What follows belongs to an exercise in optimizing a design on an open flow for small area; a production flow would make more cautious choices.
Only simulation tests tie the RTL to the original design; equivalence was not proved.
No driver is modelled on the clock port, so clocking that relies on it looks cheaper here than on a real chip.

<file path="flow/standard.sh">
#!/bin/bash
# synth_recipe.tcl (not shown) runs the flow's synth.tcl, then flattens the netlist and writes it again
# the make line also repeats each setting of config.mk as NAME=value (left out here)
make -C /OpenROAD-flow-scripts/flow DESIGN_CONFIG=/design/flow/config.mk WORK_HOME=/design/flow/orfs CLKGATE_MAP_FILE= SYNTH_SCRIPT=/design/flow/synth_recipe.tcl "${@:-finish}"
</file>
<file path="flow/flow/post_cts.tcl">
# Runs at the end of ORFS's CTS step (POST_CTS_TCL), which is told to skip its own timing
# repair (SKIP_CTS_REPAIR_TIMING=1); this script does that repair after the change below.
#
# Useful skew for the register-to-register paths into the output register acc (IFout):
# acc's clock pins are moved from the clock tree's leaf nets to one net that a delay cell
# and a clock buffer drive from the leaf net of acc[0]. Every path into acc comes from
# another register of the design; acc's outputs go only to the output ports, whose
# timing this makes harder, not easier. Inputs reach no acc data pin combinationally.
set block [ord::get_db_block]
set db [ord::get_db]
set accs {}
foreach inst [$block getInsts] {
  if {[string match {acc\[*} [$inst getName]] && [$inst findITerm CLK] != "NULL"} {
    lappend accs $inst
  }
}
puts "skew: [llength $accs] acc registers"
set first [lindex $accs 0]
set leaf [[$first findITerm CLK] getNet]
set sx 0; set sy 0
foreach inst $accs {
  lassign [$inst getLocation] x y
  set sx [expr {$sx + $x}]; set sy [expr {$sy + $y}]
}
set cx [expr {int($sx / [llength $accs])}]
set cy [expr {int($sy / [llength $accs])}]
set prev $leaf
set i 0
foreach cell $::env(SKEW_CELLS) {
  set master [$db findMaster $cell]
  set buf [odb::dbInst_create $block $master "skew_buf_$i"]
  set net [odb::dbNet_create $block "skew_net_$i"]
  $net setSigType CLOCK
  [$buf findITerm A] connect $prev
  [$buf findITerm X] connect $net
  $buf setLocation $cx $cy
  $buf setPlacementStatus PLACED
  set prev $net
  incr i
}
foreach inst $accs {
  set it [$inst findITerm CLK]
  $it disconnect
  $it connect $prev
}
set_propagated_clock [all_clocks]
estimate_parasitics -placement
set result [catch { detailed_placement } msg]
if { $result != 0 } { error "Detailed placement failed after skew: $msg" }
estimate_parasitics -placement
report_checks -path_delay max -group_path_count 1 -format end
repair_timing_helper
set result [catch { detailed_placement } msg]
if { $result != 0 } { error "Detailed placement failed after repair: $msg" }
check_placement -verbose
report_design_area
</file>
<file path="flow/flow/run.sh">
#!/bin/bash
# Layout flow: the standard ORFS flow (standard.sh) with these changes:
#  - Yosys's generic synthesis runs without its intermediate ABC pass (SYNTH_ARGS=-noabc),
#    so the adder tree written in the RTL reaches full-adder extraction as written;
#    registers, their names and cell types are those of the standard synthesis;
#  - after clock-tree synthesis, flow/post_cts.tcl delays the clock of the output register
#    (useful skew for the register-to-register paths into it), then runs the CTS step's
#    timing repair, which ORFS is told to skip (SKIP_CTS_REPAIR_TIMING=1).
# Each ORFS step writes its own log under orfs/logs/; make's output goes to make.log here.
set -euo pipefail
bash standard.sh SYNTH_ARGS=-noabc SKIP_CTS_REPAIR_TIMING=1 POST_CTS_TCL="$PWD/flow/post_cts.tcl" \
  "SKEW_CELLS=sky130_fd_sc_hd__clkdlybuf4s50_1 sky130_fd_sc_hd__clkbuf_8" finish > make.log 2>&1
</file>
<file path="flow/design.v">
`timescale 1ns/10ps
module QAM(clk, rst, en, Din, IFout);
input clk, rst, en;
input Din;
output reg signed [17:0] IFout;
reg ce2;           
reg sm_ctrl;       
reg swap;          
reg [1:0] spc;     
reg sm_i, sm_q;    
reg [3:0] usi;     
reg [3:0] cnt;     
reg [8:0] sym_i, sym_q;  
reg [1:0] mix_cnt;
reg [15:0] acc;    
wire en0 = en & ce2;
wire en1 = sm_ctrl & ce2;
wire en2 = usi[3];
wire [1:0] sw = usi[1:0];
wire load = en2 & (sw == 2'd0);
wire neg = ~mix_cnt[1];                         
wire [8:0] s = mix_cnt[0] ? sym_i : sym_q;      
wire [8:0] x = s ^ {9{neg}};
wire [8:0] v;      
assign v[0] = cnt > 4'd0;
assign v[1] = cnt > 4'd1;
assign v[2] = cnt > 4'd2;
assign v[3] = cnt > 4'd3;
assign v[4] = cnt > 4'd4;
assign v[5] = cnt > 4'd5;
assign v[6] = cnt > 4'd6;
assign v[7] = cnt > 4'd7;
assign v[8] = cnt > 4'd8;
wire [15:0] t0;    
reg [15:0] kz0;
always @(*) begin
  case (sw)
    2'd0: kz0 = 16'd74;
    2'd1: kz0 = 16'd0;
    2'd2: kz0 = 16'd0;
    2'd3: kz0 = 16'd168;
  endcase
end
reg [15:0] kxp0;
always @(*) begin
  case (sw)
    2'd0: kxp0 = 16'd148;
    2'd1: kxp0 = 16'd0;
    2'd2: kxp0 = 16'd0;
    2'd3: kxp0 = 16'd336;
  endcase
end
assign t0 = ({16{~v[0]}} & kz0) | ({16{v[0] & x[0]}} & kxp0);
wire [15:0] t1;    
reg [15:0] kz1;
always @(*) begin
  case (sw)
    2'd0: kz1 = 16'd276;
    2'd1: kz1 = 16'd185;
    2'd2: kz1 = 16'd267;
    2'd3: kz1 = 16'd36;
  endcase
end
reg [15:0] kxp1;
always @(*) begin
  case (sw)
    2'd0: kxp1 = 16'd552;
    2'd1: kxp1 = 16'd0;
    2'd2: kxp1 = 16'd0;
    2'd3: kxp1 = 16'd0;
  endcase
end
reg [15:0] kxn1;
always @(*) begin
  case (sw)
    2'd0: kxn1 = 16'd0;
    2'd1: kxn1 = 16'd370;
    2'd2: kxn1 = 16'd534;
    2'd3: kxn1 = 16'd72;
  endcase
end
assign t1 = ({16{~v[1]}} & kz1) | ({16{v[1] & x[1]}} & kxp1) | ({16{v[1] & ~x[1]}} & kxn1);
wire [15:0] t2;    
reg [15:0] kz2;
always @(*) begin
  case (sw)
    2'd0: kz2 = 16'd238;
    2'd1: kz2 = 16'd233;
    2'd2: kz2 = 16'd278;
    2'd3: kz2 = 16'd713;
  endcase
end
reg [15:0] kxp2;
always @(*) begin
  case (sw)
    2'd0: kxp2 = 16'd0;
    2'd1: kxp2 = 16'd466;
    2'd2: kxp2 = 16'd0;
    2'd3: kxp2 = 16'd0;
  endcase
end
reg [15:0] kxn2;
always @(*) begin
  case (sw)
    2'd0: kxn2 = 16'd476;
    2'd1: kxn2 = 16'd0;
    2'd2: kxn2 = 16'd556;
    2'd3: kxn2 = 16'd1426;
  endcase
end
assign t2 = ({16{~v[2]}} & kz2) | ({16{v[2] & x[2]}} & kxp2) | ({16{v[2] & ~x[2]}} & kxn2);
wire [15:0] t3;    
reg [15:0] kz3;
always @(*) begin
  case (sw)
    2'd0: kz3 = 16'd2598;
    2'd1: kz3 = 16'd1262;
    2'd2: kz3 = 16'd2592;
    2'd3: kz3 = 16'd1730;
  endcase
end
reg [15:0] kxp3;
always @(*) begin
  case (sw)
    2'd0: kxp3 = 16'd0;
    2'd1: kxp3 = 16'd2524;
    2'd2: kxp3 = 16'd5184;
    2'd3: kxp3 = 16'd3460;
  endcase
end
reg [15:0] kxn3;
always @(*) begin
  case (sw)
    2'd0: kxn3 = 16'd5196;
    2'd1: kxn3 = 16'd0;
    2'd2: kxn3 = 16'd0;
    2'd3: kxn3 = 16'd0;
  endcase
end
assign t3 = ({16{~v[3]}} & kz3) | ({16{v[3] & x[3]}} & kxp3) | ({16{v[3] & ~x[3]}} & kxn3);
wire [15:0] t4;    
reg [15:0] kz4;
always @(*) begin
  case (sw)
    2'd0: kz4 = 16'd15958;
    2'd1: kz4 = 16'd9499;
    2'd2: kz4 = 16'd15958;
    2'd3: kz4 = 16'd18584;
  endcase
end
reg [15:0] kxn4;
always @(*) begin
  case (sw)
    2'd0: kxn4 = 16'd31916;
    2'd1: kxn4 = 16'd18998;
    2'd2: kxn4 = 16'd31916;
    2'd3: kxn4 = 16'd37168;
  endcase
end
assign t4 = ({16{~v[4]}} & kz4) | ({16{v[4] & ~x[4]}} & kxn4);
wire [15:0] t5;    
reg [15:0] kz5;
always @(*) begin
  case (sw)
    2'd0: kz5 = 16'd2592;
    2'd1: kz5 = 16'd9499;
    2'd2: kz5 = 16'd2598;
    2'd3: kz5 = 16'd1730;
  endcase
end
reg [15:0] kxp5;
always @(*) begin
  case (sw)
    2'd0: kxp5 = 16'd5184;
    2'd1: kxp5 = 16'd0;
    2'd2: kxp5 = 16'd0;
    2'd3: kxp5 = 16'd3460;
  endcase
end
reg [15:0] kxn5;
always @(*) begin
  case (sw)
    2'd0: kxn5 = 16'd0;
    2'd1: kxn5 = 16'd18998;
    2'd2: kxn5 = 16'd5196;
    2'd3: kxn5 = 16'd0;
  endcase
end
assign t5 = ({16{~v[5]}} & kz5) | ({16{v[5] & x[5]}} & kxp5) | ({16{v[5] & ~x[5]}} & kxn5);
wire [15:0] t6;    
reg [15:0] kz6;
always @(*) begin
  case (sw)
    2'd0: kz6 = 16'd278;
    2'd1: kz6 = 16'd1262;
    2'd2: kz6 = 16'd238;
    2'd3: kz6 = 16'd713;
  endcase
end
reg [15:0] kxp6;
always @(*) begin
  case (sw)
    2'd0: kxp6 = 16'd0;
    2'd1: kxp6 = 16'd2524;
    2'd2: kxp6 = 16'd0;
    2'd3: kxp6 = 16'd0;
  endcase
end
reg [15:0] kxn6;
always @(*) begin
  case (sw)
    2'd0: kxn6 = 16'd556;
    2'd1: kxn6 = 16'd0;
    2'd2: kxn6 = 16'd476;
    2'd3: kxn6 = 16'd1426;
  endcase
end
assign t6 = ({16{~v[6]}} & kz6) | ({16{v[6] & x[6]}} & kxp6) | ({16{v[6] & ~x[6]}} & kxn6);
wire [15:0] t7;    
reg [15:0] kz7;
always @(*) begin
  case (sw)
    2'd0: kz7 = 16'd267;
    2'd1: kz7 = 16'd233;
    2'd2: kz7 = 16'd276;
    2'd3: kz7 = 16'd36;
  endcase
end
reg [15:0] kxp7;
always @(*) begin
  case (sw)
    2'd0: kxp7 = 16'd0;
    2'd1: kxp7 = 16'd466;
    2'd2: kxp7 = 16'd552;
    2'd3: kxp7 = 16'd0;
  endcase
end
reg [15:0] kxn7;
always @(*) begin
  case (sw)
    2'd0: kxn7 = 16'd534;
    2'd1: kxn7 = 16'd0;
    2'd2: kxn7 = 16'd0;
    2'd3: kxn7 = 16'd72;
  endcase
end
assign t7 = ({16{~v[7]}} & kz7) | ({16{v[7] & x[7]}} & kxp7) | ({16{v[7] & ~x[7]}} & kxn7);
reg [15:0] t8;    
always @(*) begin
  case ({sw, x[8], v[8]})
    4'd0: t8 = 16'd43255;
    4'd1: t8 = 16'd43255;
    4'd2: t8 = 16'd43255;
    4'd3: t8 = 16'd43255;
    4'd4: t8 = 16'd43363;
    4'd5: t8 = 16'd43548;
    4'd6: t8 = 16'd43363;
    4'd7: t8 = 16'd43178;
    4'd8: t8 = 16'd43329;
    4'd9: t8 = 16'd43255;
    4'd10: t8 = 16'd43329;
    4'd11: t8 = 16'd43403;
    4'd12: t8 = 16'd41826;
    4'd13: t8 = 16'd41658;
    4'd14: t8 = 16'd41826;
    4'd15: t8 = 16'd41994;
  endcase
end
wire fs1 = t1[0] ^ t2[0] ^ t4[0];
wire fc2 = (t1[0] & t2[0]) | (t1[0] & t4[0]) | (t2[0] & t4[0]);
wire fs3 = t0[1] ^ t1[1] ^ t2[1];
wire fc4 = (t0[1] & t1[1]) | (t0[1] & t2[1]) | (t1[1] & t2[1]);
wire fs5 = t3[1] ^ t4[1] ^ t5[1];
wire fc6 = (t3[1] & t4[1]) | (t3[1] & t5[1]) | (t4[1] & t5[1]);
wire fs7 = t0[2] ^ t1[2] ^ t2[2];
wire fc8 = (t0[2] & t1[2]) | (t0[2] & t2[2]) | (t1[2] & t2[2]);
wire fs9 = t3[2] ^ t4[2] ^ t5[2];
wire fc10 = (t3[2] & t4[2]) | (t3[2] & t5[2]) | (t4[2] & t5[2]);
wire fs11 = t6[2] ^ t7[2] ^ t8[2];
wire fc12 = (t6[2] & t7[2]) | (t6[2] & t8[2]) | (t7[2] & t8[2]);
wire fs13 = t0[3] ^ t1[3] ^ t2[3];
wire fc14 = (t0[3] & t1[3]) | (t0[3] & t2[3]) | (t1[3] & t2[3]);
wire fs15 = t3[3] ^ t4[3] ^ t5[3];
wire fc16 = (t3[3] & t4[3]) | (t3[3] & t5[3]) | (t4[3] & t5[3]);
wire fs17 = t6[3] ^ t7[3] ^ t8[3];
wire fc18 = (t6[3] & t7[3]) | (t6[3] & t8[3]) | (t7[3] & t8[3]);
wire fs19 = t0[4] ^ t1[4] ^ t2[4];
wire fc20 = (t0[4] & t1[4]) | (t0[4] & t2[4]) | (t1[4] & t2[4]);
wire fs21 = t3[4] ^ t4[4] ^ t5[4];
wire fc22 = (t3[4] & t4[4]) | (t3[4] & t5[4]) | (t4[4] & t5[4]);
wire fs23 = t6[4] ^ t7[4] ^ t8[4];
wire fc24 = (t6[4] & t7[4]) | (t6[4] & t8[4]) | (t7[4] & t8[4]);
wire fs25 = t0[5] ^ t1[5] ^ t2[5];
wire fc26 = (t0[5] & t1[5]) | (t0[5] & t2[5]) | (t1[5] & t2[5]);
wire fs27 = t3[5] ^ t4[5] ^ t5[5];
wire fc28 = (t3[5] & t4[5]) | (t3[5] & t5[5]) | (t4[5] & t5[5]);
wire fs29 = t6[5] ^ t7[5] ^ t8[5];
wire fc30 = (t6[5] & t7[5]) | (t6[5] & t8[5]) | (t7[5] & t8[5]);
wire fs31 = t0[6] ^ t1[6] ^ t2[6];
wire fc32 = (t0[6] & t1[6]) | (t0[6] & t2[6]) | (t1[6] & t2[6]);
wire fs33 = t3[6] ^ t4[6] ^ t5[6];
wire fc34 = (t3[6] & t4[6]) | (t3[6] & t5[6]) | (t4[6] & t5[6]);
wire fs35 = t6[6] ^ t7[6] ^ t8[6];
wire fc36 = (t6[6] & t7[6]) | (t6[6] & t8[6]) | (t7[6] & t8[6]);
wire fs37 = t0[7] ^ t1[7] ^ t2[7];
wire fc38 = (t0[7] & t1[7]) | (t0[7] & t2[7]) | (t1[7] & t2[7]);
wire fs39 = t3[7] ^ t4[7] ^ t5[7];
wire fc40 = (t3[7] & t4[7]) | (t3[7] & t5[7]) | (t4[7] & t5[7]);
wire fs41 = t6[7] ^ t7[7] ^ t8[7];
wire fc42 = (t6[7] & t7[7]) | (t6[7] & t8[7]) | (t7[7] & t8[7]);
wire fs43 = t0[8] ^ t1[8] ^ t2[8];
wire fc44 = (t0[8] & t1[8]) | (t0[8] & t2[8]) | (t1[8] & t2[8]);
wire fs45 = t3[8] ^ t4[8] ^ t5[8];
wire fc46 = (t3[8] & t4[8]) | (t3[8] & t5[8]) | (t4[8] & t5[8]);
wire fs47 = t6[8] ^ t7[8] ^ t8[8];
wire fc48 = (t6[8] & t7[8]) | (t6[8] & t8[8]) | (t7[8] & t8[8]);
wire fs49 = t1[9] ^ t2[9] ^ t3[9];
wire fc50 = (t1[9] & t2[9]) | (t1[9] & t3[9]) | (t2[9] & t3[9]);
wire fs51 = t4[9] ^ t5[9] ^ t6[9];
wire fc52 = (t4[9] & t5[9]) | (t4[9] & t6[9]) | (t5[9] & t6[9]);
wire hs53 = t7[9] ^ t8[9];
wire hc54 = t7[9] & t8[9];
wire fs55 = t2[10] ^ t3[10] ^ t4[10];
wire fc56 = (t2[10] & t3[10]) | (t2[10] & t4[10]) | (t3[10] & t4[10]);
wire fs57 = t5[10] ^ t6[10] ^ t8[10];
wire fc58 = (t5[10] & t6[10]) | (t5[10] & t8[10]) | (t6[10] & t8[10]);
wire fs59 = t3[11] ^ t4[11] ^ t5[11];
wire fc60 = (t3[11] & t4[11]) | (t3[11] & t5[11]) | (t4[11] & t5[11]);
wire fs61 = fs1 ^ t5[0] ^ t6[0];
wire fc62 = (fs1 & t5[0]) | (fs1 & t6[0]) | (t5[0] & t6[0]);
wire fs63 = fc2 ^ fs3 ^ fs5;
wire fc64 = (fc2 & fs3) | (fc2 & fs5) | (fs3 & fs5);
wire fs65 = t6[1] ^ t7[1] ^ t8[1];
wire fc66 = (t6[1] & t7[1]) | (t6[1] & t8[1]) | (t7[1] & t8[1]);
wire fs67 = fc4 ^ fc6 ^ fs7;
wire fc68 = (fc4 & fc6) | (fc4 & fs7) | (fc6 & fs7);
wire hs69 = fs9 ^ fs11;
wire hc70 = fs9 & fs11;
wire fs71 = fc8 ^ fc10 ^ fc12;
wire fc72 = (fc8 & fc10) | (fc8 & fc12) | (fc10 & fc12);
wire fs73 = fs13 ^ fs15 ^ fs17;
wire fc74 = (fs13 & fs15) | (fs13 & fs17) | (fs15 & fs17);
wire fs75 = fc14 ^ fc16 ^ fc18;
wire fc76 = (fc14 & fc16) | (fc14 & fc18) | (fc16 & fc18);
wire fs77 = fs19 ^ fs21 ^ fs23;
wire fc78 = (fs19 & fs21) | (fs19 & fs23) | (fs21 & fs23);
wire fs79 = fc20 ^ fc22 ^ fc24;
wire fc80 = (fc20 & fc22) | (fc20 & fc24) | (fc22 & fc24);
wire fs81 = fs25 ^ fs27 ^ fs29;
wire fc82 = (fs25 & fs27) | (fs25 & fs29) | (fs27 & fs29);
wire fs83 = fc26 ^ fc28 ^ fc30;
wire fc84 = (fc26 & fc28) | (fc26 & fc30) | (fc28 & fc30);
wire fs85 = fs31 ^ fs33 ^ fs35;
wire fc86 = (fs31 & fs33) | (fs31 & fs35) | (fs33 & fs35);
wire fs87 = fc32 ^ fc34 ^ fc36;
wire fc88 = (fc32 & fc34) | (fc32 & fc36) | (fc34 & fc36);
wire fs89 = fs37 ^ fs39 ^ fs41;
wire fc90 = (fs37 & fs39) | (fs37 & fs41) | (fs39 & fs41);
wire fs91 = fc38 ^ fc40 ^ fc42;
wire fc92 = (fc38 & fc40) | (fc38 & fc42) | (fc40 & fc42);
wire fs93 = fs43 ^ fs45 ^ fs47;
wire fc94 = (fs43 & fs45) | (fs43 & fs47) | (fs45 & fs47);
wire fs95 = fc44 ^ fc46 ^ fc48;
wire fc96 = (fc44 & fc46) | (fc44 & fc48) | (fc46 & fc48);
wire fs97 = fs49 ^ fs51 ^ hs53;
wire fc98 = (fs49 & fs51) | (fs49 & hs53) | (fs51 & hs53);
wire fs99 = fc50 ^ fc52 ^ hc54;
wire fc100 = (fc50 & fc52) | (fc50 & hc54) | (fc52 & hc54);
wire hs101 = fs55 ^ fs57;
wire hc102 = fs55 & fs57;
wire fs103 = fc56 ^ fc58 ^ fs59;
wire fc104 = (fc56 & fc58) | (fc56 & fs59) | (fc58 & fs59);
wire hs105 = t6[11] ^ t8[11];
wire hc106 = t6[11] & t8[11];
wire fs107 = fc60 ^ t3[12] ^ t4[12];
wire fc108 = (fc60 & t3[12]) | (fc60 & t4[12]) | (t3[12] & t4[12]);
wire fs109 = fc64 ^ fc66 ^ fs67;
wire fc110 = (fc64 & fc66) | (fc64 & fs67) | (fc66 & fs67);
wire fs111 = fc68 ^ hc70 ^ fs71;
wire fc112 = (fc68 & hc70) | (fc68 & fs71) | (hc70 & fs71);
wire fs113 = fc72 ^ fc74 ^ fs75;
wire fc114 = (fc72 & fc74) | (fc72 & fs75) | (fc74 & fs75);
wire fs115 = fc76 ^ fc78 ^ fs79;
wire fc116 = (fc76 & fc78) | (fc76 & fs79) | (fc78 & fs79);
wire fs117 = fc80 ^ fc82 ^ fs83;
wire fc118 = (fc80 & fc82) | (fc80 & fs83) | (fc82 & fs83);
wire fs119 = fc84 ^ fc86 ^ fs87;
wire fc120 = (fc84 & fc86) | (fc84 & fs87) | (fc86 & fs87);
wire fs121 = fc88 ^ fc90 ^ fs91;
wire fc122 = (fc88 & fc90) | (fc88 & fs91) | (fc90 & fs91);
wire fs123 = fc92 ^ fc94 ^ fs95;
wire fc124 = (fc92 & fc94) | (fc92 & fs95) | (fc94 & fs95);
wire fs125 = fc96 ^ fc98 ^ fs99;
wire fc126 = (fc96 & fc98) | (fc96 & fs99) | (fc98 & fs99);
wire fs127 = fc100 ^ hc102 ^ fs103;
wire fc128 = (fc100 & hc102) | (fc100 & fs103) | (hc102 & fs103);
wire fs129 = fc104 ^ hc106 ^ fs107;
wire fc130 = (fc104 & hc106) | (fc104 & fs107) | (hc106 & fs107);
wire fs131 = fc108 ^ t4[13] ^ t5[13];
wire fc132 = (fc108 & t4[13]) | (fc108 & t5[13]) | (t4[13] & t5[13]);
wire fs133 = fs61 ^ t7[0] ^ t8[0];
wire fc134 = (fs61 & t7[0]) | (fs61 & t8[0]) | (t7[0] & t8[0]);
wire fs135 = fc62 ^ fs63 ^ fs65;
wire fc136 = (fc62 & fs63) | (fc62 & fs65) | (fs63 & fs65);
wire hs137 = fs109 ^ hs69;
wire hc138 = fs109 & hs69;
wire fs139 = fc110 ^ fs111 ^ fs73;
wire fc140 = (fc110 & fs111) | (fc110 & fs73) | (fs111 & fs73);
wire fs141 = fc112 ^ fs113 ^ fs77;
wire fc142 = (fc112 & fs113) | (fc112 & fs77) | (fs113 & fs77);
wire fs143 = fc114 ^ fs115 ^ fs81;
wire fc144 = (fc114 & fs115) | (fc114 & fs81) | (fs115 & fs81);
wire fs145 = fc116 ^ fs117 ^ fs85;
wire fc146 = (fc116 & fs117) | (fc116 & fs85) | (fs117 & fs85);
wire fs147 = fc118 ^ fs119 ^ fs89;
wire fc148 = (fc118 & fs119) | (fc118 & fs89) | (fs119 & fs89);
wire fs149 = fc120 ^ fs121 ^ fs93;
wire fc150 = (fc120 & fs121) | (fc120 & fs93) | (fs121 & fs93);
wire fs151 = fc122 ^ fs123 ^ fs97;
wire fc152 = (fc122 & fs123) | (fc122 & fs97) | (fs123 & fs97);
wire fs153 = fc124 ^ fs125 ^ hs101;
wire fc154 = (fc124 & fs125) | (fc124 & hs101) | (fs125 & hs101);
wire fs155 = fc126 ^ fs127 ^ hs105;
wire fc156 = (fc126 & fs127) | (fc126 & hs105) | (fs127 & hs105);
wire fs157 = fc128 ^ fs129 ^ t5[12];
wire fc158 = (fc128 & fs129) | (fc128 & t5[12]) | (fs129 & t5[12]);
wire fs159 = fc130 ^ fs131 ^ 1'b1;
wire fc160 = (fc130 & fs131) | (fc130 & 1'b1) | (fs131 & 1'b1);
wire fs161 = fc132 ^ t4[14] ^ t5[14];
wire fc162 = (fc132 & t4[14]) | (fc132 & t5[14]) | (t4[14] & t5[14]);
wire hs163 = t4[15] ^ 1'b1;
wire [15:0] cpa_a = {fc162, fc160, fc158, fc156, fc154, fc152, fc150, fc148, fc146, fc144, fc142, fc140, hc138, fc136, fc134, fs133};
wire [15:0] cpa_b = {hs163, fs161, fs159, fs157, fs155, fs153, fs151, fs149, fs147, fs145, fs143, fs141, fs139, hs137, fs135, 1'b0};
wire [15:0] cpa_s = cpa_a + cpa_b;
wire [15:0] nxt = {cpa_s[15], cpa_s[14], cpa_s[13], cpa_s[12], cpa_s[11], cpa_s[10], cpa_s[9], cpa_s[8], cpa_s[7], cpa_s[6], cpa_s[5], cpa_s[4], cpa_s[3], cpa_s[2], cpa_s[1], cpa_s[0]};
always @(posedge clk or posedge rst) begin
	if (rst) begin
		ce2 <= 1'b0; sm_ctrl <= 1'b0; swap <= 1'b0; spc <= 2'd0;
		sm_i <= 1'b0; sm_q <= 1'b0;
		usi <= 4'd0; cnt <= 4'd0; sym_i <= 9'd0; sym_q <= 9'd0;
		mix_cnt <= 2'd0; acc <= 16'd0;
	end
	else begin
		ce2 <= ~ce2;
		if (ce2) sm_ctrl <= ~sm_ctrl;
		if (en0) begin
			swap <= ~swap;
			if (!swap) spc[0] <= Din;
			else spc <= {spc[0], Din};
		end
		if (en1) begin
			sm_i <= spc[1];
			sm_q <= spc[0];
		end
		if (!usi[3]) begin
			if (en) usi <= usi + 4'd1;
		end
		else usi[1:0] <= usi[1:0] + 2'd1;
		if (load) begin
			sym_i <= {sym_i[7:0], sm_i};
			sym_q <= {sym_q[7:0], sm_q};
			if (cnt != 4'd9) cnt <= cnt + 4'd1;
		end
		if (en) mix_cnt <= mix_cnt + 2'd1;
		acc <= nxt;
	end
end
always @(*) IFout = {acc[15], acc[15], acc};
endmodule
</file>
<file path="flow/constraint.sdc">
create_clock -name core_clock -period 5.0 [get_ports {clk}]
set_input_delay 1.0000 -clock core_clock [delete_from_list [all_inputs] [get_ports {clk}]]
set_output_delay 1.0000 -clock core_clock [all_outputs]
set_load 0.01 [all_outputs]
</file>
<file path="flow/config.mk">
export PLATFORM = sky130hd
export DESIGN_NAME = QAM
export DESIGN_NICKNAME = QAM
export VERILOG_FILES = /design/flow/design.v
export SDC_FILE = /design/flow/constraint.sdc
export NUM_CORES = 4
export LEC_CHECK = 0
export ABC_AREA = 1
export CAP_MARGIN = 20
export CORE_MARGIN = 2
export CORE_UTILIZATION = 40
export GPL_TIMING_DRIVEN = 0
export SLEW_MARGIN = 20
</file>
==> qor.txt, run 1 <==
Site row count - 43
Synth area leader - fa_1
Post-synth top area share - 27.4%
Mapped cell area - 5550 µm²
Post-synth EDFFs - 0
Fraction of the mapped netlist area in adder cells - 34.9%
Top_reg_cell synth - dfrtp_1
Compound-gate portion of the synthesized area - 8.03%
DP HPWL - 13.6 mm
Syn avg cell area - 8.37 µm²
Warnings, synthesis - 1
Die X - 122 µm
Initial Utilization - 40.4%
Mux contribution to synthesized area - 0.406%
Post-synthesis cell count - 663
Log Error - Error: cts.tcl, 90 Empty command name ""
Placed inst area - 6000 µm²
Post-synthesis simple-gate area fraction - 22.8%
XOR/XNOR Fraction of Synth Area - 3.95%
Seq/Total Area, Yosys - 23.0%
Syn_nets - 776
Clock Sinks - 51
Synth Register Bits - 51
I/O Buffers - 21
Io pins - 22
Top cells by area, synth - fa_1, dfrtp_1, nand2_1
Fraction of registers with async set/reset - 100%
Chip Height - 122 µm
Gp weighted congestion - 0.994
Outcome - aborted with a tool error
Yosys cell types - 35
Main combinational cell family by area after synthesis - adder cells
Cells after DPL - 865
Exit stage - clock tree synthesis
==> synth_stat cells (2+ instances only) <==
master and count:
nand2_1 187, fa_1 76, inv_1 76, nor2_1 55
dfrtp_1 51, o21ai_0 43, nand3_1 41, ha_1 33
xor2_1 23, a21oi_1 20, clkbuf_1 8, nor2_2 5
inv_2 4, nand4_1 4, nor3_1 4, o21ai_2 4
buf_4 3, a21oi_4 2, and2_1 2, buf_6 2
mux2_2 2, nor2_4 2, o211ai_1 2, o22ai_1 2
xnor2_1 2
==> per-stage QoR <==
step / worst slack (ns) / hold WS, ns / utilization, %
floorplan: 0.376 / 0.441 / -
global placement: -0.549 / 0.456 / 43.6
detailed placement: -0.560 / 0.465 / 43.8
==> logic make-up after synthesis <==
logic type	Yosys count
adders and majority gates	109
muxes	2
buffers and inverters	96
AOI/OAI and AO/OA	77
xor gates and xnor gates	25
DFF	51
and+or+nand+nor	303
==> worst max path at each step <==
stage	from	endpoint	cells after the start
floorplan	usi[1]$_DFFE_PP0P_	acc[14]$_DFF_PP0_	21
global placement	usi[1]$_DFFE_PP0P_	acc[15]$_DFF_PP0_	21
detailed placement	usi[1]$_DFFE_PP0P_	acc[14]$_DFF_PP0_	18
==> run 2: changes to the inputs <==
--- a/flow/flow/post_cts.tcl
+++ b/flow/flow/post_cts.tcl
@@ -12,3 +12,3 @@
 foreach inst [$block getInsts] {
-  if {[string match {acc\[*} [$inst getName]] && [$inst findITerm CLK] != "NULL"} {
+  if {[string range [$inst getName] 0 3] eq "acc\\" && [$inst findITerm CLK] ne "NULL"} {
     lappend accs $inst
==> qor.txt, run 2 <==
Multi-input gate area - 3890 µm²
Mapped cell area - 5550 µm² (unchanged)
Yosys cell types - 35 (unchanged)
Area grow syn2layout - 11.5%
Hold Vio Cnt, Final - 0
Reg area - 1280 µm²
Most flops, register - acc
Wire per inst - 18.3 µm
Most frequent cells in the layout - nand2_1, fa_1, inv_1
Initial antenna violation count - 0
Chip Height - 122 µm (unchanged)
Syn_nets - 776 (unchanged)
Initial Utilization - 40.4% (unchanged)
First-pass GRT wire length - 25.5 mm
DRC - 0
Gr busiest metal - met2
Synth Register Bits - 51 (unchanged)
Antenna viol nets, final - 0
Gp weighted congestion - 0.994 (unchanged)
Vias/cell - 5.15
CP Class - flop to flop
CORE AREA - 13700 µm²
Site row count - 43 (unchanged)
Drt pass-1 iters - 5
XOR/XNOR Fraction of Synth Area - 3.95% (unchanged)
Fraction of the mapped netlist area in adder cells - 34.9% (unchanged)
Largest registers - acc x16, sym_i x9, sym_q x9
Largest register FFs - 16
CTS tree - done
Die X - 122 µm (unchanged)
Max-Cap Viols - 0
I/O Buffers - 21 (unchanged)
Largest net degree at the start of global routing - 31
Critical path arrival - 5.56 ns
Max Slew Vio Count - 0
Crit end category - flop
Main combinational cell family by area after synthesis - adder cells (unchanged)
Max FO, Critical Path - 10
Maximum clock rate - 214 MHz
Most common library cells after synthesis - nand2_1, fa_1, inv_1 (unchanged)
Io pins - 22 (unchanged)
Post-synthesis simple-gate area fraction - 22.8% (unchanged)
Worst-Margin Slew - 0.679 ns
Final period util - 93.3%
Top cells by area, synth - fa_1, dfrtp_1, nand2_1 (unchanged)
Vias in the first global route - 4546
Worst rel slew slack - 54.8%
RSZ-0062 raised after global routing - no
Hold Crit Class - flop to flop
Most common cell after layout, fill and taps aside - nand2_1
Skew final - 0.715 ns
Total grt overflow - 0
Compound-gate portion of the synthesized area - 8.03% (unchanged)
WL final - 16.0 mm
Most frequent cell after synthesis - nand2_1 (unchanged)
Synth area leader - fa_1 (unchanged)
Final setup viols - 0
Layout cells sized above 1 - 5.90%
Critical path origin - usi[1]$_DFFE_PP0P_
Antenna diode count - 0
GRT met1 Usage - 33.6%
Via count - 4502
Die area - 14800 µm²
M3 GR Usage - 5.52%
Nets - 807
Top_reg_cell synth - dfrtp_1 (unchanged)
Syn avg cell area - 8.37 µm² (unchanged)
GRT Util Overall - 23.3%
M2 GR Usage - 34.9%
Worst flop-to-flop path startpoint - usi[1]$_DFFE_PP0P_
Post-synth top area share - 27.4% (unchanged)
Clock period minus worst slack - 4.67 ns
Fill cells - 1373
Fraction of registers with async set/reset - 100% (unchanged)
DP HPWL - 13.6 mm (unchanged)
Outcome - no timing/DRC/antenna violations (was aborted with a tool error)
Post-synth EDFFs - 0 (unchanged)
Setup crit start kind - flop
Data required, critical path - 5.89 ns
Warnings, synthesis - 1 (unchanged)
Worst-Skew Late Latency - 1.00 ns
Worst hold start - sym_i[4]$_DFFE_PP0P_
Reg clk slew, reported paths - 0.11 ns
First-iteration detailed-routing DRC count - 410
Fin util - 45.1%
Mux contribution to synthesized area - 0.406% (unchanged)
Seq/Total Area, Yosys - 23.0% (unchanged)
Clock Sinks - 51 (unchanged)
Post-synthesis cell count - 663 (unchanged)
run 2: cell counts after synthesis:
Identical to the previous run, type by type.
run 2: worst paths after layout:
kind	to	slack, ns	cells past startpoint
min reg2reg	acc[15]$_DFF_PP0_	0.34	7
min in group asynchronous	acc[1]$_DFF_PP0_	0.35	2
max reg2reg	acc[15]$_DFF_PP0_	0.33	19
max in group asynchronous	sym_i[7]$_DFFE_PP0P_	3.39	3
max	acc[15]$_DFF_PP0_	0.33	19
min	acc[15]$_DFF_PP0_	0.34	7
run 2: final cells by class, clock buffers not listed:
class | count | share of cell area [%]
Buffer | 17 | 1.76
Clock inverter | 3 | 0.445
Inverter | 81 | 4.92
Multi-Input combinational cell | 516 | 62.8
Sequential cell | 51 | 20.6
Tap cell | 180 | 3.64
Timing Repair Buffer | 22 | 3.72
run 2: cells by family (layout without fill, tap and decap cells):
| family | count (synthesis) | after routing |
|---|---|---|
| compound gates | 77 | 77 |
| simple gates | 303 | 303 |
| buf+inv | 96 | 128 |
| flops | 51 | 51 |
| xor+xnor | 25 | 25 |
| mux | 2 | 2 |
| fa+ha+maj | 109 | 109 |
run 2: critical path: stages (launching register included):
cell and delay, ns:
dfrtp_1 0.44, clkbuf_1 0.23, inv_1 0.24, ha_1 0.29
buf_1 0.47, nand3_1 0.35, o211ai_1 0.31, fa_1 0.55
fa_1 0.43, fa_1 0.53, fa_1 0.41, ha_1 0.34
nand2_1 0.08, inv_1 0.05, nand3_1 0.08, nand2_1 0.13
nand2_1 0.10, nand3_1 0.07, nand2_1 0.07, nand2_1 0.08
run 2: layer usage:
metal	up-vias	share of wire, %
li1	2140	-
met1	2165	46
met2	169	43
met3	28	7.9
met4	0	2.6
met5	-	0
run 2: per-stage QoR:
step           hold slack, ns  cell area, µm²  TNS (ns)  setup slack (ns)  std cells
5_1_grt                 0.384            6180         0            0.0286        875
2_1_floorplan           0.441            5550         0             0.376        663
6_report                0.337            6180         0             0.334        875
3_3_place_gp            0.456            5980     -4.55            -0.549        864
3_5_place_dp            0.465            6000     -4.68            -0.560        865
==> run 3: changes to the inputs <==
--- a/flow/flow/run.sh
+++ b/flow/flow/run.sh
@@ -5,2 +5,4 @@
 #    registers, their names and cell types are those of the standard synthesis;
+#  - the final ABC technology mapping uses an area-oriented script (flow/abc_area.script),
+#    through a copy of ORFS's scripts folder that differs only in that file;
 #  - after clock-tree synthesis, flow/post_cts.tcl delays the clock of the output register
@@ -10,3 +12,7 @@
 set -euo pipefail
-bash standard.sh SYNTH_ARGS=-noabc SKIP_CTS_REPAIR_TIMING=1 POST_CTS_TCL="$PWD/flow/post_cts.tcl" \
+rm -rf scripts_local
+cp -r "$FLOW_HOME/scripts" scripts_local
+cp flow/abc_area.script scripts_local/abc_area.script
+bash standard.sh SYNTH_ARGS=-noabc SCRIPTS_DIR="$PWD/scripts_local" SKIP_CTS_REPAIR_TIMING=1 \
+  POST_CTS_TCL="$PWD/flow/post_cts.tcl" \
   "SKEW_CELLS=sky130_fd_sc_hd__clkdlybuf4s50_1 sky130_fd_sc_hd__clkbuf_8" finish > make.log 2>&1
==> flow/flow/abc_area.script (new file) <==
strash
dch -f
amap
topo
dnsize -c
==> qor.txt, run 3 <==
Worst rel slew slack - 52.1% (was 54.8%)
CP Class - flop to flop (unchanged)
Total grt overflow - 0 (unchanged)
Reg clk slew, reported paths - 0.12 ns (was 0.11 ns)
Gp weighted congestion - 0.937 (was 0.994)
Io pins - 22 (unchanged)
Post-synth EDFFs - 0 (unchanged)
Vias in the first global route - 4050 (was 4546)
Site row count - 40 (was 43)
Largest net degree at the start of global routing - 36 (was 31)
Initial Utilization - 41.4% (was 40.4%)
Post-synthesis cell count - 516 (was 663)
Nets - 665 (was 807)
Max Slew Vio Count - 0 (unchanged)
I/O Buffers - 21 (unchanged)
Initial antenna violation count - 0 (unchanged)
Chip Height - 116 µm (was 122 µm)
Worst-Margin Slew - 0.717 ns (was 0.679 ns)
Fin util - 48.5% (was 45.1%)
Synth area leader - fa_1 (unchanged)
Synth Register Bits - 51 (unchanged)
Hold Crit Class - input pin to asynchronous set/reset pin (was flop to flop)
Final period util - 94.9% (was 93.3%)
Fraction of registers with async set/reset - 100% (unchanged)
Clock period minus worst slack - 4.74 ns (was 4.67 ns)
Worst flop-to-flop path startpoint - cnt[3]$_DFFE_PP0P_ (was usi[1]$_DFFE_PP0P_)
CP peak stage delay - 0.54 ns (was 0.55 ns)
Hold Vio Cnt, Final - 0 (unchanged)
Top_reg_cell synth - dfrtp_1 (unchanged)
Max FO, Critical Path - 16 (was 10)
Final setup viols - 0 (unchanged)
Drt pass-1 iters - 7 (was 5)
Worst path depth - 19 (unchanged)
Antenna viol nets, final - 0 (unchanged)
Most flops, register - acc (unchanged)
Die area - 13400 µm² (was 14800 µm²)
Seq/Total Area, Yosys - 25.5% (was 23.0%)
Setup crit start kind - flop (unchanged)
Crit end category - flop (unchanged)
Most common cell after layout, fill and taps aside - fa_1 (was nand2_1)
CORE AREA - 12100 µm² (was 13700 µm²)
Clock Sinks - 51 (unchanged)
GRT Util Overall - 22.5% (was 23.3%)
Maximum clock rate - 211 MHz (was 214 MHz)
FF-to-FF End - acc[14]$_DFF_PP0_ (was acc[15]$_DFF_PP0_)
CP bufs+invs - 3 (was 4)
Area grow syn2layout - 17.2% (was 11.5%)
Most frequent cells in the layout - fa_1, nor2_1, o21ai_0 (was nand2_1, fa_1, inv_1)
Antenna diode count - 0 (unchanged)
DP HPWL - 11.2 mm (was 13.6 mm)
Wire per inst - 19.5 µm (was 18.3 µm)
Crit path cell chain - nor2_4, clkinv_2, o21ai_0, bufinv_8, nand2_2, nor2_4, clkinv_1, o21ai_0, or2_0, fa_1, fa_1, fa_1, fa_1, ha_1, a21oi_1, o31ai_2, o32ai_2, nor2_1, a21oi_1 (was clkbuf_1, inv_1, ha_1, buf_1, nand3_1, o211ai_1, fa_1, fa_1, fa_1, fa_1, ha_1, nand2_1, inv_1, nand3_1, nand2_1, nand2_1, nand3_1, nand2_1, nand2_1)
Via count - 4046 (was 4502)
Vias/cell - 5.61 (was 5.15)
Post-synth top area share - 30.4% (was 27.4%)
DRC - 0 (unchanged)
Largest register FFs - 16 (unchanged)
Yosys cell types - 31 (was 35)
First-iteration detailed-routing DRC count - 276 (was 410)
Most used cell, CP - fa_1 (was nand2_1)
Most frequent cell after synthesis - fa_1 (was nand2_1)
First-pass GRT wire length - 22.5 mm (was 25.5 mm)
Worst-Skew Late Latency - 0.99 ns (was 1.00 ns)
Reg2reg setup slack - 0.26 ns (was 0.33 ns)
Skew final - 0.698 ns (was 0.715 ns)
Die X - 116 µm (was 122 µm)
Largest registers - acc x16, sym_i x9, sym_q x9 (unchanged)
Reg2reg path depth - 19 (unchanged)
Layout cells sized above 1 - 11.4% (was 5.90%)
Outcome - no timing/DRC/antenna violations (unchanged)
Top cells by area, synth - fa_1, dfrtp_1, ha_1 (was fa_1, dfrtp_1, nand2_1)
Mapped cell area - 5010 µm² (was 5550 µm²)
Worst path slowest cell - dfrtp_2 (was fa_1)
Syn_nets - 629 (was 776)
CP delay by family, top - adder cells (unchanged)
Data required, critical path - 5.93 ns (was 5.89 ns)
Fill cells - 1190 (was 1373)
Most common library cells after synthesis - fa_1, nor2_1, o21ai_0 (was nand2_1, fa_1, inv_1)
Warnings, synthesis - 1 (unchanged)
Syn avg cell area - 9.71 µm² (was 8.37 µm²)
Max-Cap Viols - 0 (unchanged)
CTS tree - done (unchanged)
WL final - 14.0 mm (was 16.0 mm)
Critical path arrival - 5.67 ns (was 5.56 ns)
## run 3: cell types whose count changed after synthesis, sizes merged, moves of 9 or more
cell    change
a21oi       +9
o22ai      +29
o22a       +20
nand2     -147
clkinv     +47
o21ai      +11
xor2       -23
inv        -80
nand3      -40
## run 3: routing by layer
metal / vias to the layer above / GRT usage [%] / share of wire [%]
met4: 0 / 5.79 / 1.4
met1: 2032 / 34.1 / 48
met2: 121 / 33.9 / 45
li1: 1880 / - / -
met5: - / 0 / 0
met3: 13 / 3.50 / 5.7
## run 3: how the worst max path moves through the flow
| stage | startpoint | to | slack, ns |
|---|---|---|---|
| 3_3_place_gp | cnt[3]$_DFFE_PP0P_ | acc[15]$_DFF_PP0_ | -1.58 |
| 3_5_place_dp | cnt[3]$_DFFE_PP0P_ | acc[15]$_DFF_PP0_ | -1.51 |
| 5_1_grt | cnt[1]$_DFFE_PP0P_ | acc[14]$_DFF_PP0_ | -0.02 |
| 6_report | cnt[3]$_DFFE_PP0P_ | acc[14]$_DFF_PP0_ | 0.26 |
| 2_1_floorplan | cnt[0]$_DFFE_PP0P_ | acc[14]$_DFF_PP0_ | -0.04 |
## run 3: cell type report, clock buffers not listed
class	count	area [µm²]	share of cell area, %
inverters	48	219	3.73
repair buffers	27	268	4.56
multi-input cells	415	3710	63.1
flip-flops and latches	51	1280	21.8
well taps	168	210	3.58
clock inverters	3	23.8	0.405
plain buffers	4	38.8	0.660
## run 3: stage by stage
| step | instances | setup slack, ns | hold slack, ns | area [µm²] | TNS, ns |
|---|---|---|---|---|---|
| 2_1_floorplan | 516 | -0.0352 | 0.440 | 5020 | -0.0352 |
| 3_3_place_gp | 705 | -1.58 | 0.451 | 5440 | -14.97 |
| 3_5_place_dp | 706 | -1.51 | 0.462 | 5460 | -14.15 |
| 5_1_grt | 721 | -0.0235 | 0.285 | 5880 | -0.0235 |
| 6_report | 721 | 0.257 | 0.258 | 5880 | 0 |
## run 3: logic make-up (layout without fill, tap and decap cells)
group | Yosys count | after routing | synth area share [%]
and+or+nand+nor | 134 | 134 | 10.9
adders and majority gates | 109 | 109 | 38.6
DFF | 51 | 51 | 25.5
buffers and inverters | 50 | 87 | 3.89
AOI/OAI and AO/OA | 172 | 172 | 21.2
==> run 4: changes to the inputs <==
--- a/flow/flow/run.sh
+++ b/flow/flow/run.sh
@@ -17,2 +17,2 @@
   POST_CTS_TCL="$PWD/flow/post_cts.tcl" \
-  "SKEW_CELLS=sky130_fd_sc_hd__clkdlybuf4s50_1 sky130_fd_sc_hd__clkbuf_8" finish > make.log 2>&1
+  "SKEW_CELLS=sky130_fd_sc_hd__clkdlybuf4s50_1 sky130_fd_sc_hd__clkdlybuf4s50_1 sky130_fd_sc_hd__clkbuf_8" finish > make.log 2>&1
--- a/flow/config.mk
+++ b/flow/config.mk
@@ -11,2 +11,3 @@
 export CORE_UTILIZATION = 40
+export CTS_BUF_LIST = sky130_fd_sc_hd__clkbuf_8
 export GPL_TIMING_DRIVEN = 0
==> qor.txt, run 4 <==
Initial Utilization - 41.4% (unchanged)
Max FO, Critical Path - 11 (was 16)
Gp weighted congestion - 0.937 (unchanged)
Largest registers - acc x16, sym_i x9, sym_q x9 (unchanged)
I/O Buffers - 21 (unchanged)
Most common cell after layout, fill and taps aside - fa_1 (unchanged)
Reg clk slew, reported paths - 0.12 ns (about the same)
Fraction of registers with async set/reset - 100% (unchanged)
Mapped cell area - 5010 µm² (unchanged)
DP HPWL - 11.2 mm (unchanged)
Post-synth EDFFs - 0 (unchanged)
Most frequent cell after synthesis - fa_1 (unchanged)
Most common library cells after synthesis - fa_1, nor2_1, o21ai_0 (unchanged)
Vias/cell - 5.62 (was 5.61)
Drt pass-1 iters - 5 (was 7)
CP Class - flop to flop (unchanged)
First-pass GRT wire length - 22.5 mm (about the same)
Clock Sinks - 51 (unchanged)
Final period util - 92.5% (was 94.9%)
Post-synthesis cell count - 516 (unchanged)
Hold Vio Cnt, Final - 0 (unchanged)
Via count - 4040 (was 4046)
WL final - 14.0 mm (about the same)
CTS tree - done (unchanged)
Setup crit start kind - flop (unchanged)
Clock period minus worst slack - 4.62 ns (was 4.74 ns)
Hold Crit Class - flop to flop (was input pin to asynchronous set/reset pin)
Crit end category - flop (unchanged)
Cells after DPL - 706 (unchanged)
Gr busiest metal - met1 (unchanged)
Synth area leader - fa_1 (unchanged)
Seq/Total Area, Yosys - 25.5% (unchanged)
Io pins - 22 (unchanged)
CORE AREA - 12100 µm² (unchanged)
Initial antenna violation count - 0 (unchanged)
Reg area - 1280 µm² (about the same)
M2 GR Usage - 34.0% (was 33.9%)
Most flops, register - acc (unchanged)
Nets - 663 (was 665)
M3 GR Usage - 3.61% (was 3.50%)
Area grow syn2layout - 13.0% (was 17.2%)
Warnings, synthesis - 1 (unchanged)
DRC - 0 (unchanged)
Layout cells sized above 1 - 5.63% (was 11.4%)
Worst-Margin Slew - 0.727 ns (was 0.717 ns)
Multi-input gate area - 3590 µm² (was 3710 µm²)
Wire per inst - 19.4 µm (was 19.5 µm)
First-iteration detailed-routing DRC count - 267 (was 276)
Antenna diode count - 0 (unchanged)
CP peak stage delay - 0.54 ns (about the same)
Fill cells - 1220 (was 1190)
Final cell count without fillers - 719 (was 721)
Vias in the first global route - 4046 (was 4050)
Crit path cell chain - clkinvlp_4, o22ai_1, nor2_1, a21oi_1, nand2_1, nor2_2, clkinv_1, o21ai_0, fa_1, fa_1, fa_1, fa_1, ha_1, a21o_1, a31oi_1, nor3_1, nor2_1, nor3_1, o32ai_2, nor2_1, a21oi_1 (was nor2_4, clkinv_2, o21ai_0, bufinv_8, nand2_2, nor2_4, clkinv_1, o21ai_0, or2_0, fa_1, fa_1, fa_1, fa_1, ha_1, a21oi_1, o31ai_2, o32ai_2, nor2_1, a21oi_1)
Most frequent cells in the layout - fa_1, nor2_1, o21ai_0 (unchanged)
Die area - 13400 µm² (unchanged)
Synth Register Bits - 51 (unchanged)
Yosys cell types - 31 (unchanged)
Largest net degree at the start of global routing - 36 (unchanged)
Worst-Skew Late Latency - 1.50 ns (was 0.99 ns)
Max-Cap Viols - 0 (unchanged)
Syn_nets - 629 (unchanged)
Outcome - no timing/DRC/antenna violations (unchanged)
GRT met1 Usage - 34.1% (about the same)
Maximum clock rate - 216 MHz (was 211 MHz)
Die X - 116 µm (unchanged)
Chip Height - 116 µm (unchanged)
Antenna viol nets, final - 0 (unchanged)
Total grt overflow - 0 (unchanged)
Top cells by area, synth - fa_1, dfrtp_1, ha_1 (unchanged)
Worst path slowest cell - fa_1 (was dfrtp_2)
Critical path arrival - 6.06 ns (was 5.67 ns)
Top_reg_cell synth - dfrtp_1 (unchanged)
Most used cell, CP - fa_1 (unchanged)
Largest register FFs - 16 (unchanged)
Site row count - 40 (unchanged)
Syn avg cell area - 9.71 µm² (unchanged)
Data required, critical path - 6.44 ns (was 5.93 ns)
GRT Util Overall - 22.5% (about the same)
Final setup viols - 0 (unchanged)
Skew final - 1.18 ns (was 0.698 ns)
Post-synth top area share - 30.4% (unchanged)
Worst rel slew slack - 51.4% (was 52.1%)
Max Slew Vio Count - 0 (unchanged)
-- run 4: per-layer routing --
| layer | routed length (µm) | up-vias |
|---|---|---|
| met1 | 6630 | 2032 |
| li1 | - | 1878 |
| met4 | 166 | 0 |
| met2 | 6200 | 121 |
| met3 | 972 | 9 |
| met5 | 0 | - |
-- run 4: critical path, delay by kind of cell, from the launching register on --
kind            cells  cell delay, ns
compound gates      7            1.59
flops               1            0.50
simple gates        7            1.03
buf+inv             2            0.40
fa+ha+maj           5            2.21
-- run 4: layout make-up, clock buffers not listed --
| type | instances | share of cell area (%) |
|---|---|---|
| multi-input combinational | 415 | 63.4 |
| sequential | 51 | 22.6 |
| timing repair buffer | 24 | 4.42 |
| tap | 168 | 3.71 |
| inverter | 48 | 3.42 |
| buffer | 5 | 0.862 |
| clock inverter | 3 | 0.420 |
-- run 4: path summary, 6_finish.rpt --
check                      slack, ns            endpoint              startpoint  cells past startpoint
setup / recovery                0.38   acc[14]$_DFF_PP0_  mix_cnt[0]$_DFFE_PP0P_                     21
hold / removal                  0.07    acc[0]$_DFF_PP0_      usi[0]$_DFFE_PP0P_                      4
setup reg to reg                0.38   acc[14]$_DFF_PP0_  mix_cnt[0]$_DFFE_PP0P_                     21
hold reg to reg                 0.07    acc[0]$_DFF_PP0_      usi[0]$_DFFE_PP0P_                      4
max in group asynchronous       3.00  cnt[3]$_DFFE_PP0P_                     rst                      4
min in group asynchronous       0.32    acc[0]$_DFF_PP0_                     rst                      3
-- run 4: metrics by stage --
stage | hold WS, ns | setup TNS, ns | util (%) | setup WS (ns) | cell area, µm²
2_1_floorplan | 0.440 | -0.0352 | - | -0.0352 | 5020
3_3_place_gp | 0.451 | -14.97 | 44.9 | -1.58 | 5440
3_5_place_dp | 0.462 | -14.15 | 45.1 | -1.51 | 5460
5_1_grt | 0.142 | -0.0230 | 46.8 | -0.0230 | 5660
6_report | 0.0724 | 0 | 46.8 | 0.375 | 5660
-- run 4: cell families after synthesis --
family                   count (synthesis)  share of synthesized area (%)
AO/OA/AOI/OAI                          172                           21.2
AND/OR/NAND/NOR                        134                           10.9
adder cells (fa/ha/maj)                109                           38.6
flip-flops                              51                           25.5
buffers and inverters                   50                           3.89
==> run 5: changes to the inputs <==
--- a/flow/config.mk
+++ b/flow/config.mk
@@ -11,3 +11,2 @@
 export CORE_UTILIZATION = 40
-export CTS_BUF_LIST = sky130_fd_sc_hd__clkbuf_8
 export GPL_TIMING_DRIVEN = 0
==> qor.txt, run 5 <==
Outcome - no timing/DRC/antenna violations (unchanged)
Die X - 116 µm (unchanged)
Total grt overflow - 0 (unchanged)
Wire per inst - 19.4 µm (about the same)
Yosys cell types - 31 (unchanged)
Area grow syn2layout - 14.4% (was 13.0%)
First-pass GRT wire length - 22.5 mm (about the same)
Clock period minus worst slack - 4.68 ns (was 4.62 ns)
Crit path cell chain - clkinv_1, ha_2, clkinvlp_4, buf_4, o21ai_0, o21ai_0, fa_1, fa_1, fa_1, fa_1, ha_1, clkinv_1, nor3_1, nor2_1, nor3_1, o32ai_2, nor2_1, a21oi_1 (was clkinvlp_4, o22ai_1, nor2_1, a21oi_1, nand2_1, nor2_2, clkinv_1, o21ai_0, fa_1, fa_1, fa_1, fa_1, ha_1, a21o_1, a31oi_1, nor3_1, nor2_1, nor3_1, o32ai_2, nor2_1, a21oi_1)
Max-Cap Viols - 0 (unchanged)
Skew final - 1.18 ns (about the same)
Fraction of registers with async set/reset - 100% (unchanged)
Reg clk slew, reported paths - 0.12 ns (about the same)
Most flops, register - acc (unchanged)
DP HPWL - 11.2 mm (unchanged)
Gp weighted congestion - 0.937 (unchanged)
Most frequent cell after synthesis - fa_1 (unchanged)
Vias in the first global route - 4088 (was 4046)
Max FO, Critical Path - 10 (was 11)
Post-synth EDFFs - 0 (unchanged)
Placed inst area - 5460 µm² (unchanged)
Io pins - 22 (unchanged)
Antenna diode count - 0 (unchanged)
CP Class - flop to flop (unchanged)
Most used cell, CP - fa_1 (unchanged)
Mapped cell area - 5010 µm² (unchanged)
Final period util - 93.6% (was 92.5%)
Reg area - 1280 µm² (unchanged)
Most common library cells after synthesis - fa_1, nor2_1, o21ai_0 (unchanged)
DRC - 0 (unchanged)
Most common cell after layout, fill and taps aside - fa_1 (unchanged)
Hold Vio Cnt, Final - 0 (unchanged)
Setup crit start kind - flop (unchanged)
CP peak stage delay - 0.62 ns (was 0.54 ns)
Post-route cell area - 5730 µm² (was 5660 µm²)
Top_reg_cell synth - dfrtp_1 (unchanged)
Post-synth top area share - 30.4% (unchanged)
Fill cells - 1209 (was 1220)
Worst rel slew slack - 51.3% (was 51.4%)
Final setup viols - 0 (unchanged)
Synth area leader - fa_1 (unchanged)
Hold slack - 0.0732 ns (was 0.0724 ns)
Syn_nets - 629 (unchanged)
Antenna viol nets, final - 0 (unchanged)
Layout cells sized above 1 - 5.79% (was 5.63%)
Chip Height - 116 µm (unchanged)
Vias/cell - 5.65 (was 5.62)
Worst-Skew Late Latency - 1.48 ns (was 1.50 ns)
Die area - 13400 µm² (unchanged)
WL final - 14.0 mm (about the same)
Hold Crit Class - flop to flop (unchanged)
Initial antenna violation count - 0 (unchanged)
Most frequent cells in the layout - fa_1, nor2_1, o21ai_0 (unchanged)
WHS Path Cells - 2 (was 4)
Worst-Margin Slew - 0.729 ns (was 0.727 ns)
Clock Sinks - 51 (unchanged)
Site row count - 40 (unchanged)
Critical path arrival - 6.05 ns (was 6.06 ns)
Via count - 4075 (was 4040)
Seq/Total Area, Yosys - 25.5% (unchanged)
Reg2reg path depth - 18 (was 21)
Max Slew Vio Count - 0 (unchanged)
Post-synthesis cell count - 516 (unchanged)
Multi-input gate area - 3590 µm² (unchanged)
Largest net degree at the start of global routing - 36 (unchanged)
CORE AREA - 12100 µm² (unchanged)
Data required, critical path - 6.37 ns (was 6.44 ns)
I/O Buffers - 21 (unchanged)
Warnings, synthesis - 1 (unchanged)
GRT Util Overall - 22.6% (was 22.5%)
Synth Register Bits - 51 (unchanged)
Maximum clock rate - 214 MHz (was 216 MHz)
CTS tree - done (unchanged)
Crit end category - flop (unchanged)
Largest register FFs - 16 (unchanged)
Largest registers - acc x16, sym_i x9, sym_q x9 (unchanged)
First-iteration detailed-routing DRC count - 255 (was 267)
Syn avg cell area - 9.71 µm² (unchanged)
Drt pass-1 iters - 5 (unchanged)
Nets - 665 (was 663)
Top cells by area, synth - fa_1, dfrtp_1, ha_1 (unchanged)
Worst path slowest cell - o21ai_0 (was fa_1)
Initial Utilization - 41.4% (unchanged)
[run 5: area by class of cell, clock buffers not listed]
cell class	count	area share, %
Inverter	48	3.36
Clock inverter	3	0.415
Multi-Input combinational cell	415	62.6
Tap cell	168	3.67
Timing Repair Buffer	26	4.63
Buffer	5	0.851
Sequential cell	51	22.3
[run 5: routing by layer]
| layer | global-route usage [%] | part of all wire (%) |
|---|---|---|
| met1 | 34.0 | 47 |
| met2 | 33.6 | 44 |
| met3 | 3.61 | 7.1 |
| met4 | 6.83 | 1.7 |
| met5 | 0 | 0 |
[run 5: critical path: cells and delay by family (launching register included)]
kind,cells,cell delay [ns]
DFF,1,0.54
adders and majority gates,6,2.61
buffers and inverters,4,0.69
and+or+nand+nor,4,0.85
AOI/OAI and AO/OA,4,1.07
[run 5: path summary, 6_finish.rpt]
path | end | start | slack (ns)
setup reg to reg | acc[14]$_DFF_PP0_ | usi[1]$_DFFE_PP0P_ | 0.32
max in group asynchronous | mix_cnt[0]$_DFFE_PP0P_ | rst | 2.98
setup / recovery | acc[14]$_DFF_PP0_ | usi[1]$_DFFE_PP0P_ | 0.32
hold reg to reg | acc[0]$_DFF_PP0_ | cnt[3]$_DFFE_PP0P_ | 0.07
min in group asynchronous | acc[0]$_DFF_PP0_ | rst | 0.33
hold / removal | acc[0]$_DFF_PP0_ | cnt[3]$_DFFE_PP0P_ | 0.07
[run 5: cell families (layout without fill, tap and decap cells)]
logic type | count (synthesis) | count (layout) | synth area share (%)
simple gates | 134 | 134 | 10.9
flops | 51 | 51 | 25.5
compound gates | 172 | 172 | 21.2
fa+ha+maj | 109 | 109 | 38.6
buf+inv | 50 | 87 | 3.89
[run 5: through the flow]
stage | utilization, % | setup TNS [ns] | setup WS [ns] | std cells
2_1_floorplan | - | -0.0352 | -0.0352 | 516
3_3_place_gp | 44.9 | -14.97 | -1.58 | 705
3_5_place_dp | 45.1 | -14.15 | -1.51 | 706
5_1_grt | 47.3 | -0.0117 | -0.0117 | 721
6_report | 47.3 | 0 | 0.318 | 721
==> run 6: changes to the inputs <==
--- a/flow/flow/run.sh
+++ b/flow/flow/run.sh
@@ -9,3 +9,5 @@
 #    (useful skew for the register-to-register paths into it), then runs the CTS step's
-#    timing repair, which ORFS is told to skip (SKIP_CTS_REPAIR_TIMING=1).
+#    timing repair, which ORFS is told to skip (SKIP_CTS_REPAIR_TIMING=1);
+#  - every input and output port still gets its own buffer, but the smallest one
+#    (sky130_fd_sc_hd__buf_1); the resizer may still resize it.
 # Each ORFS step writes its own log under orfs/logs/; make's output goes to make.log here.
@@ -16,3 +18,3 @@
 bash standard.sh SYNTH_ARGS=-noabc SCRIPTS_DIR="$PWD/scripts_local" SKIP_CTS_REPAIR_TIMING=1 \
-  POST_CTS_TCL="$PWD/flow/post_cts.tcl" \
+  POST_CTS_TCL="$PWD/flow/post_cts.tcl" "BUFFER_PORTS_ARGS=-buffer_cell sky130_fd_sc_hd__buf_1" \
   "SKEW_CELLS=sky130_fd_sc_hd__clkdlybuf4s50_1 sky130_fd_sc_hd__clkdlybuf4s50_1 sky130_fd_sc_hd__clkbuf_8" finish > make.log 2>&1
==> qor.txt, run 6 <==
Area grow syn2layout - 11.6% (was 14.4%)
Maximum clock rate - 207 MHz (was 214 MHz)
Setup Slack @ Placement - -1.48 ns (was -1.51 ns)
Initial antenna violation count - 0 (unchanged)
Vias in the first global route - 3990 (was 4088)
Max Slew Vio Count - 0 (unchanged)
Mapped cell area - 5010 µm² (unchanged)
Post-synth EDFFs - 0 (unchanged)
Data required, critical path - 6.35 ns (was 6.37 ns)
Via count - 4094 (was 4075)
Vias/cell - 5.68 (was 5.65)
Seq/Total Area, Yosys - 25.5% (unchanged)
Most frequent cells in the layout - fa_1, nor2_1, o21ai_0 (unchanged)
Reg clk slew, reported paths - 0.11 ns (was 0.12 ns)
Site row count - 40 (unchanged)
Worst-Skew Late Latency - 1.45 ns (was 1.48 ns)
Placed inst area - 5330 µm² (was 5460 µm²)
Fill cells - 1187 (was 1209)
Layout cells sized above 1 - 5.42% (was 5.79%)
Largest register FFs - 16 (unchanged)
Max FO, Critical Path - 11 (was 10)
Worst-Margin Slew - 0.704 ns (was 0.729 ns)
Most common cell after layout, fill and taps aside - fa_1 (unchanged)
Clock period minus worst slack - 4.83 ns (was 4.68 ns)
CP Class - flop to flop (unchanged)
Top_reg_cell synth - dfrtp_1 (unchanged)
Most flops, register - acc (unchanged)
Crit end category - flop (unchanged)
First-iteration detailed-routing DRC count - 389 (was 255)
CORE AREA - 12100 µm² (unchanged)
DP HPWL - 10.6 mm (was 11.2 mm)
Clock Sinks - 51 (unchanged)
Reg area - 1280 µm² (unchanged)
Skew final - 1.15 ns (was 1.18 ns)
Antenna diode count - 0 (unchanged)
Chip Height - 116 µm (unchanged)
Nets - 665 (unchanged)
Hold Crit Class - input pin to asynchronous set/reset pin (was flop to flop)
Drt pass-1 iters - 7 (was 5)
Largest registers - acc x16, sym_i x9, sym_q x9 (unchanged)
Synth Register Bits - 51 (unchanged)
Multi-input gate area - 3580 µm² (was 3590 µm²)
I/O Buffers - 21 (unchanged)
Syn avg cell area - 9.71 µm² (unchanged)
Max-Cap Viols - 0 (unchanged)
Hold Vio Cnt, Final - 0 (unchanged)
Worst rel slew slack - 52.9% (was 51.3%)
Synth area leader - fa_1 (unchanged)
WL final - 13.4 mm (was 14.0 mm)
First-pass GRT wire length - 21.8 mm (was 22.5 mm)
Final setup viols - 0 (unchanged)
Top cells by area, synth - fa_1, dfrtp_1, ha_1 (unchanged)
Syn_nets - 629 (unchanged)
Final worst slack - 0.172 ns (was 0.318 ns)
Gp weighted congestion - 0.984 (was 0.937)
Wire per inst - 18.6 µm (was 19.4 µm)
Largest net degree at the start of global routing - 36 (unchanged)
CTS tree - done (unchanged)
Io pins - 22 (unchanged)
Final period util - 96.6% (was 93.6%)
Warnings, synthesis - 1 (unchanged)
Outcome - no timing/DRC/antenna violations (unchanged)
Post-synth top area share - 30.4% (unchanged)
Fraction of registers with async set/reset - 100% (unchanged)
Die area - 13400 µm² (unchanged)
Critical path arrival - 6.17 ns (was 6.05 ns)
Post-synthesis cell count - 516 (unchanged)
Most frequent cell after synthesis - fa_1 (unchanged)
Antenna viol nets, final - 0 (unchanged)
Die X - 116 µm (unchanged)
GRT Util Overall - 21.7% (was 22.6%)
Yosys cell types - 31 (unchanged)
Total grt overflow - 0 (unchanged)
DRC - 0 (unchanged)
Setup crit start kind - flop (unchanged)
Initial Utilization - 41.4% (unchanged)
Post-route cell area - 5590 µm² (was 5730 µm²)
Most common library cells after synthesis - fa_1, nor2_1, o21ai_0 (unchanged)
==> run 6: final cells by class, clock buffers not listed <==
class	count	area share, %
buffer	5	0.872
clock inverter	3	0.492
inverter	48	3.45
multi-input combinational	415	63.9
sequential	51	22.9
tap	168	3.76
timing repair buffer	26	2.39
==> run 6: cells by family after synthesis <==
logic type,synth area share [%]
buf+inv,3.89
simple gates,10.9
fa+ha+maj,38.6
compound gates,21.2
flops,25.5
==> run 6: metrics by stage <==
step / TNS (ns) / hold slack, ns / utilization (%) / cells
after detailed placement: -13.89 / 0.463 / 44.0 / 706
after floorplan: -0.0352 / 0.440 / - / 516
after global routing: -0.00867 / 0.00546 / 46.2 / 721
final: 0 / 0.00375 / 46.2 / 721
after global placement: -14.03 / 0.451 / 43.8 / 705
==> run 6: final timing paths <==
path | slack (ns) | cells after the start | startpoint | endpoint
hold reg to reg | 0.07 | 2 | cnt[3]$_DFFE_PP0P_ | acc[0]$_DFF_PP0_
setup / recovery | 0.17 | 18 | usi[1]$_DFFE_PP0P_ | acc[14]$_DFF_PP0_
hold / removal | 0.004 | 3 | rst | acc[0]$_DFF_PP0_
min in group core_clock | 0.07 | 2 | cnt[3]$_DFFE_PP0P_ | acc[0]$_DFF_PP0_
setup reg to reg | 0.17 | 18 | usi[1]$_DFFE_PP0P_ | acc[14]$_DFF_PP0_
max in group asynchronous | 3.34 | 4 | rst | mix_cnt[0]$_DFFE_PP0P_
==> run 6: per-layer routing <==
layer	vias up	routed length, µm	track usage (%)
li1	1879	-	-
met1	1998	6130	32.1
met2	180	5700	31.2
met3	37	1100	4.55
met4	0	458	8.81
met5	-	0	0
==> run 6: worst max-delay path, cell delays in order (launching register included) <==
cell	delay [ns]
dfrtp_1	0.50
clkinv_1	0.20
ha_2	0.38
clkinv_1	0.35
nor3_1	0.62
a21oi_1	0.10
o21ai_0	0.30
fa_1	0.55
fa_1	0.42
fa_1	0.53
fa_1	0.42
ha_1	0.34
clkinv_1	0.11
nor3_1	0.28
nor2_1	0.13
nor3_1	0.32
o32ai_2	0.15
nor2_1	0.11
a21oi_1	0.04

re-timing with driven ports:
Ports are ideal in the flow. The routed layouts listed here were re-timed in OpenROAD.
Step 1 assumes that a clkbuf_16 drives the clock port and a buf_2 every other input.
Step 2, shift: input delay + t, output delay - t, t = (earliest + latest rising clock arrival at the registers) / 2. This alone moves slack from input paths to output paths.
Three values: no drivers, after step 1, after step 2; two values: the first two.
| run | t (ns) | setup slack, ns | hold WS [ns] | worst setup path after step 2 | latest minus earliest clock arrival (ns) |
|---|---|---|---|---|---|
| run 2 | 0.688 | 0.334 / 0.334 / 0.334 | 0.337 / 0.334 / 0.337 | register to register | 0.715 / 0.715 |
| run 3 | 0.682 | 0.257 / 0.257 / 0.257 | 0.258 / 0.243 / 0.409 | register to register | 0.698 / 0.697 |
| run 4 | 0.944 | 0.375 / 0.375 / 0.375 | 0.072 / 0.072 / 0.072 | register to register | 1.177 / 1.177 |
| run 5 | 0.926 | 0.318 / 0.318 / 0.318 | 0.073 / 0.073 / 0.073 | register to register | 1.185 / 1.185 |
| run 6 | 0.916 | 0.172 / 0.172 / 0.172 | 0.004 / -0.015 / 0.067 | register to register | 1.152 / 1.151 |
In every run listed the clock reaches the registers at very different times; t lies between them, and the last value is a rough guide only.
